This is an optimization exercise on Yosys and OpenROAD, whose aim is small area, not a production implementation. Only simulation tests tie the RTL to the original design; equivalence was not proved. Power is estimated from default activity; no workload was simulated. No driver is modelled on the clock port, so clocking that relies on it looks cheaper here than on a real chip.

Setup of juniper:
==> flow/design.v (excerpt) <==
module DIV(
    input  wire        clk,
    input  wire        reset,
    input  wire        flush,
    input  wire        CE_in,
    input  wire        ex_valid_ns,
    input  wire        wb_allin,
    input  wire [31:0] dividend_in,
    input  wire [31:0] divisor_in,
    input  wire [5:0]  is_op,
    output reg  [31:0] quotient_out,
    output reg  [31:0] remainder_out,
    output reg         CE_out
);
    wire clr = ~reset | flush;
    wire hs  = ex_valid_ns & wb_allin;
    reg [4:0] age;
    always @(posedge clk)
        if (clr) age <= 5'd0;
        else if (!age[4]) age <= age + 5'd1;
    reg [16:1] ce_d;
    always @(posedge clk) begin
        if (clr) begin
            ce_d <= 16'd0;
            CE_out <= 1'b0;
        end else begin
            ce_d[1] <= CE_in;
            ce_d[16:2] <= hs ? 15'd0 : ce_d[15:1];
            CE_out <= hs ? 1'b0 : ce_d[16];
        end
    end
    wire sgn = (is_op == 6'h0a);
    wire nn  = sgn & dividend_in[31];
    wire nd  = sgn & divisor_in[31];
    wire [31:0] an = nn ? -dividend_in : dividend_in;
    wire [31:0] ad = nd ? -divisor_in : divisor_in;
    wire [31:0] adm = ad ^ 32'haaaaaaaa;
    wire nq0 = nn ^ nd;
    wire nr0 = nn;
    reg [31:0] a_s1;
    reg [31:0] d_s1;
    reg nq_s1, nr_s1;
    always @(posedge clk) begin
        a_s1 <= an;
        d_s1 <= adm;
        nq_s1 <= nq0;
        nr_s1 <= nr0;
    end
    reg [31:0] a_s2;
    reg [31:0] d_s2;
    reg nq_s2, nr_s2;
    always @(posedge clk) begin
        a_s2 <= a_s1;
        d_s2 <= d_s1;
        nq_s2 <= nq_s1;
        nr_s2 <= nr_s1;
    end
    reg [31:0] a_s3;
    reg [31:0] d_s3;
    reg nq_s3, nr_s3;
    always @(posedge clk) begin
  ...
==> flow/config.mk <==
export PLATFORM = sky130hd
export DESIGN_NAME = DIV
export DESIGN_NICKNAME = DIV
export VERILOG_FILES = /design/flow/design.v
export SDC_FILE = /design/flow/constraint.sdc
export NUM_CORES = 4
export LEC_CHECK = 0
export ABC_AREA = 1
export CAP_MARGIN = 20
export CORE_MARGIN = 2
export CORE_UTILIZATION = 70
export CTS_BUF_LIST = sky130_fd_sc_hd__clkbuf_16
export CTS_CLUSTER_DIAMETER = 160
export CTS_CLUSTER_SIZE = 26
export SLEW_MARGIN = 20
export SYNTH_HIERARCHICAL = 1
==> flow/constraint.sdc <==
create_clock -name core_clock -period 12.0 [get_ports {clk}]
set_input_delay 2.4000 -clock core_clock [delete_from_list [all_inputs] [get_ports {clk}]]
set_output_delay 2.4000 -clock core_clock [all_outputs]
set_load 0.01 [all_outputs]
standard.sh (not shown) runs the stock make flow with config.mk's settings and CLKGATE_MAP_FILE= SYNTH_SCRIPT=/design/flow/synth_recipe.tcl, a recipe that flattens the netlist after the stock synthesis.
==> flow/flow/run.sh <==
#!/bin/bash
# Standard layout, with the port buffers made from the smallest buffer cell.
set -e
cp standard.sh standard.sh.txt
export BUFFER_PORTS_ARGS="-buffer_cell sky130_fd_sc_hd__buf_1"
bash standard.sh > standard.log 2>&1
For willow, these inputs were changed with respect to juniper:
# juniper
export LEC_CHECK = 0
export ABC_AREA = 1
export CAP_MARGIN = 20
export CORE_MARGIN = 2
export CORE_UTILIZATION = 70
export CTS_BUF_LIST = sky130_fd_sc_hd__clkbuf_16
export CTS_CLUSTER_DIAMETER = 160
export CTS_CLUSTER_SIZE = 26
export SLEW_MARGIN = 20
export SYNTH_HIERARCHICAL = 1
create_clock -name core_clock -period 12.0 [get_ports {clk}]
# willow
export LEC_CHECK = 0
export CAP_MARGIN = 20
export CORE_MARGIN = 2
export CORE_UTILIZATION = 60
export CTS_BUF_LIST = sky130_fd_sc_hd__clkbuf_16
export CTS_CLUSTER_DIAMETER = 190
export CTS_CLUSTER_SIZE = 32
export SLEW_MARGIN = 20
export SYNTH_HIERARCHICAL = 1
create_clock -name core_clock -period 12.0 [get_ports {clk}]
## What came out
From juniper to willow the numbers moved as follows: met3 layer usage reported by global route saw a decrease; final routed wirelength across all metal layers decreased by 85 mm relative to the old numbers; delay of the slowest critical-path stage climbed 0.03 ns.
Going from juniper to willow, utilization after layout fell 10 points, total power fell 930 uW, minimum clock period after layout rose 0.12 ns, global-route usage fell 10 points.
Edits applied to the flow inputs when going from willow to indigo:
# willow
export LEC_CHECK = 0
export CAP_MARGIN = 20
export CORE_MARGIN = 2
export CORE_UTILIZATION = 60
export CTS_BUF_LIST = sky130_fd_sc_hd__clkbuf_16
export CTS_CLUSTER_DIAMETER = 190
export CTS_CLUSTER_SIZE = 32
export SLEW_MARGIN = 20
export SYNTH_HIERARCHICAL = 1
create_clock -name core_clock -period 12.0 [get_ports {clk}]
# indigo
export LEC_CHECK = 0
export CAP_MARGIN = 20
export CORE_MARGIN = 2
export CORE_UTILIZATION = 70
export CTS_BUF_LIST = sky130_fd_sc_hd__clkbuf_16
export CTS_CLUSTER_DIAMETER = 160
export CTS_CLUSTER_SIZE = 26
export SLEW_MARGIN = 20
export SYNTH_HIERARCHICAL = 1
create_clock -name core_clock -period 12.0 [get_ports {clk}]
Notes after the runs:
Any difference in top achievable clock speed between willow and indigo is small enough to ignore.
indigo vs. willow: placed cell count went down by 208.
indigo vs willow, sum of buffers and inverters on the critical path went up by 3.
Compared with willow, indigo is hungrier on power.
For quartz, these inputs were changed with respect to indigo:
# indigo
export LEC_CHECK = 0
export CAP_MARGIN = 20
export CORE_MARGIN = 2
export CORE_UTILIZATION = 70
export CTS_BUF_LIST = sky130_fd_sc_hd__clkbuf_16
export CTS_CLUSTER_DIAMETER = 160
export CTS_CLUSTER_SIZE = 26
export SLEW_MARGIN = 20
export SYNTH_HIERARCHICAL = 1
create_clock -name core_clock -period 12.0 [get_ports {clk}]
# quartz
export LEC_CHECK = 0
export CAP_MARGIN = 20
export CORE_MARGIN = 2
export CORE_UTILIZATION = 70
export CTS_BUF_LIST = sky130_fd_sc_hd__clkbuf_16
export CTS_CLUSTER_DIAMETER = 120
export CTS_CLUSTER_SIZE = 20
export SLEW_MARGIN = 20
export SYNTH_HIERARCHICAL = 1
create_clock -name core_clock -period 12.0 [get_ports {clk}]
==> flow/run.sh (new file) <==
#!/bin/bash
# synth_recipe.tcl (not shown) runs the flow's synth.tcl, then flattens the netlist and writes it again
# the make line also repeats each setting of config.mk as NAME=value (left out here)
make -C /OpenROAD-flow-scripts/flow DESIGN_CONFIG=/design/flow/config.mk WORK_HOME=/design/flow/orfs CLKGATE_MAP_FILE= SYNTH_SCRIPT=/design/flow/synth_recipe.tcl finish
removed: flow/flow/run.sh
removed: flow/standard.sh
==> results.txt <==
- Against indigo, quartz comes in 5.0% higher on internal power contribution.
- quartz vs indigo, instance count: quartz higher
- indigo reports its slowest cell on the critical path as sky130_fd_sc_hd__buf_4 while quartz reports sky130_fd_sc_hd__dfxtp_4.
- Looking at fraction of power consumed by combinational cells across quartz and indigo, the one that comes out lower is quartz.
- Filler cell count in the final layout was lower in quartz than in indigo.
- In quartz, fraction of final layout cells with drive strength greater than 1 is higher than in indigo.
- Total wire length (quartz / indigo): 1.05
- Comparing quartz against indigo, there is no change at all in first-pass iteration count of the detailed router.
--- input diff quartz..garnet ---
# quartz
export LEC_CHECK = 0
export CAP_MARGIN = 20
export CORE_MARGIN = 2
export CORE_UTILIZATION = 70
export CTS_BUF_LIST = sky130_fd_sc_hd__clkbuf_16
export CTS_CLUSTER_DIAMETER = 120
export CTS_CLUSTER_SIZE = 20
export SLEW_MARGIN = 20
export SYNTH_HIERARCHICAL = 1
create_clock -name core_clock -period 12.0 [get_ports {clk}]
# garnet
export LEC_CHECK = 0
export CAP_MARGIN = 20
export CORE_MARGIN = 2
export CORE_UTILIZATION = 70
export CTS_BUF_LIST = sky130_fd_sc_hd__clkbuf_16
export CTS_CLUSTER_DIAMETER = 160
export CTS_CLUSTER_SIZE = 26
export SLEW_MARGIN = 20
export SYNTH_HIERARCHICAL = 1
create_clock -name core_clock -period 12.0 [get_ports {clk}]
==> flow/flow/run.sh (new file) <==
#!/bin/bash
# Standard layout, with the port buffers made from the smallest buffer cell and
# non-critical gates downsized after global routing.
set -e
cp standard.sh standard.sh.txt
export BUFFER_PORTS_ARGS="-buffer_cell sky130_fd_sc_hd__buf_1"
export RECOVER_POWER=100
bash standard.sh > standard.log 2>&1
==> flow/standard.sh (new file) <==
#!/bin/bash
# synth_recipe.tcl (not shown) runs the flow's synth.tcl, then flattens the netlist and writes it again
# the make line also repeats each setting of config.mk as NAME=value (left out here)
make -C /OpenROAD-flow-scripts/flow DESIGN_CONFIG=/design/flow/config.mk WORK_HOME=/design/flow/orfs CLKGATE_MAP_FILE= SYNTH_SCRIPT=/design/flow/synth_recipe.tcl "${@:-finish}"
removed: flow/run.sh
[summary]
Total of plain and repair buffers excluding clock buffers: higher on quartz. Delta (garnet minus quartz): final cell count without fillers went down 27, all-layer global routing usage went down 1.5 points, hold slack went up 0.020 ns. quartz vs garnet, termination of the worst setup path: r_s15[13]$_DFF_P_ vs r_s15[0]$_DFF_P_.
Changes in lagoon relative to garnet:
# garnet
export LEC_CHECK = 0
export CAP_MARGIN = 20
export CORE_MARGIN = 2
export CORE_UTILIZATION = 70
export CTS_BUF_LIST = sky130_fd_sc_hd__clkbuf_16
export CTS_CLUSTER_DIAMETER = 160
export CTS_CLUSTER_SIZE = 26
export SLEW_MARGIN = 20
export SYNTH_HIERARCHICAL = 1
create_clock -name core_clock -period 12.0 [get_ports {clk}]
# lagoon
export LEC_CHECK = 0
export CAP_MARGIN = 20
export CORE_MARGIN = 2
export CORE_UTILIZATION = 70
export CTS_BUF_LIST = sky130_fd_sc_hd__clkbuf_16
export CTS_CLUSTER_DIAMETER = 140
export CTS_CLUSTER_SIZE = 23
export SLEW_MARGIN = 20
export SYNTH_HIERARCHICAL = 1
create_clock -name core_clock -period 12.0 [get_ports {clk}]
==> flow/flow/run.sh <==
#!/bin/bash
# Standard layout, with the port buffers made from the smallest buffer cell.
set -e
cp standard.sh standard.sh.txt
export BUFFER_PORTS_ARGS="-buffer_cell sky130_fd_sc_hd__buf_1"
bash standard.sh > standard.log 2>&1
## What came out
lagoon has completed all stages; timing, DRC and antenna checks passed. Measured against each other, garnet and lagoon differ in fraction of met1 tracks used by global routing, the lower figure coming from garnet. Higher hold slack goes to lagoon over garnet. Measured against each other, garnet and lagoon differ in via count, the lower figure coming from garnet. Diff lagoon..garnet | multi-input combinational cell area | negligible. First-iteration DRC count delta (lagoon − garnet): favourable. Power after layout, garnet and lagoon: lower on garnet. Looking at sequential share of layout area, lagoon sits below garnet. Compared with garnet, lagoon shows a higher maximum VDD drop.

-- re-timing with driven ports --
The flow's constraints put no driver on any port. The routed layouts listed below were extracted and timed again, unchanged, in two steps.
Step 1 assumes that a clkbuf_16 drives the clock port and a buf_2 every other input.
Step 2, shift: input delay + t, output delay - t, t = (earliest + latest rising clock arrival at the registers) / 2. This alone moves slack from input paths to output paths.
Slacks: no drivers / after step 1 / after step 2; pairs: no drivers / after step 1.
run | shift t [ns] | setup slack, ns | pins driven straight from the clock port
juniper | 0.794 | 0.562 / 0.562 / 0.562 | 1
willow | 0.706 | 0.438 / 0.438 / 0.438 | 1
indigo | 0.742 | 0.407 / 0.407 / 0.407 | 1
quartz | 0.716 | 0.476 / 0.476 / 0.476 | 1
garnet | 0.742 | 0.407 / 0.407 / 0.407 | 1
lagoon | 0.714 | 0.513 / 0.513 / 0.513 | 1
After both steps setup and hold are still met in every run listed.
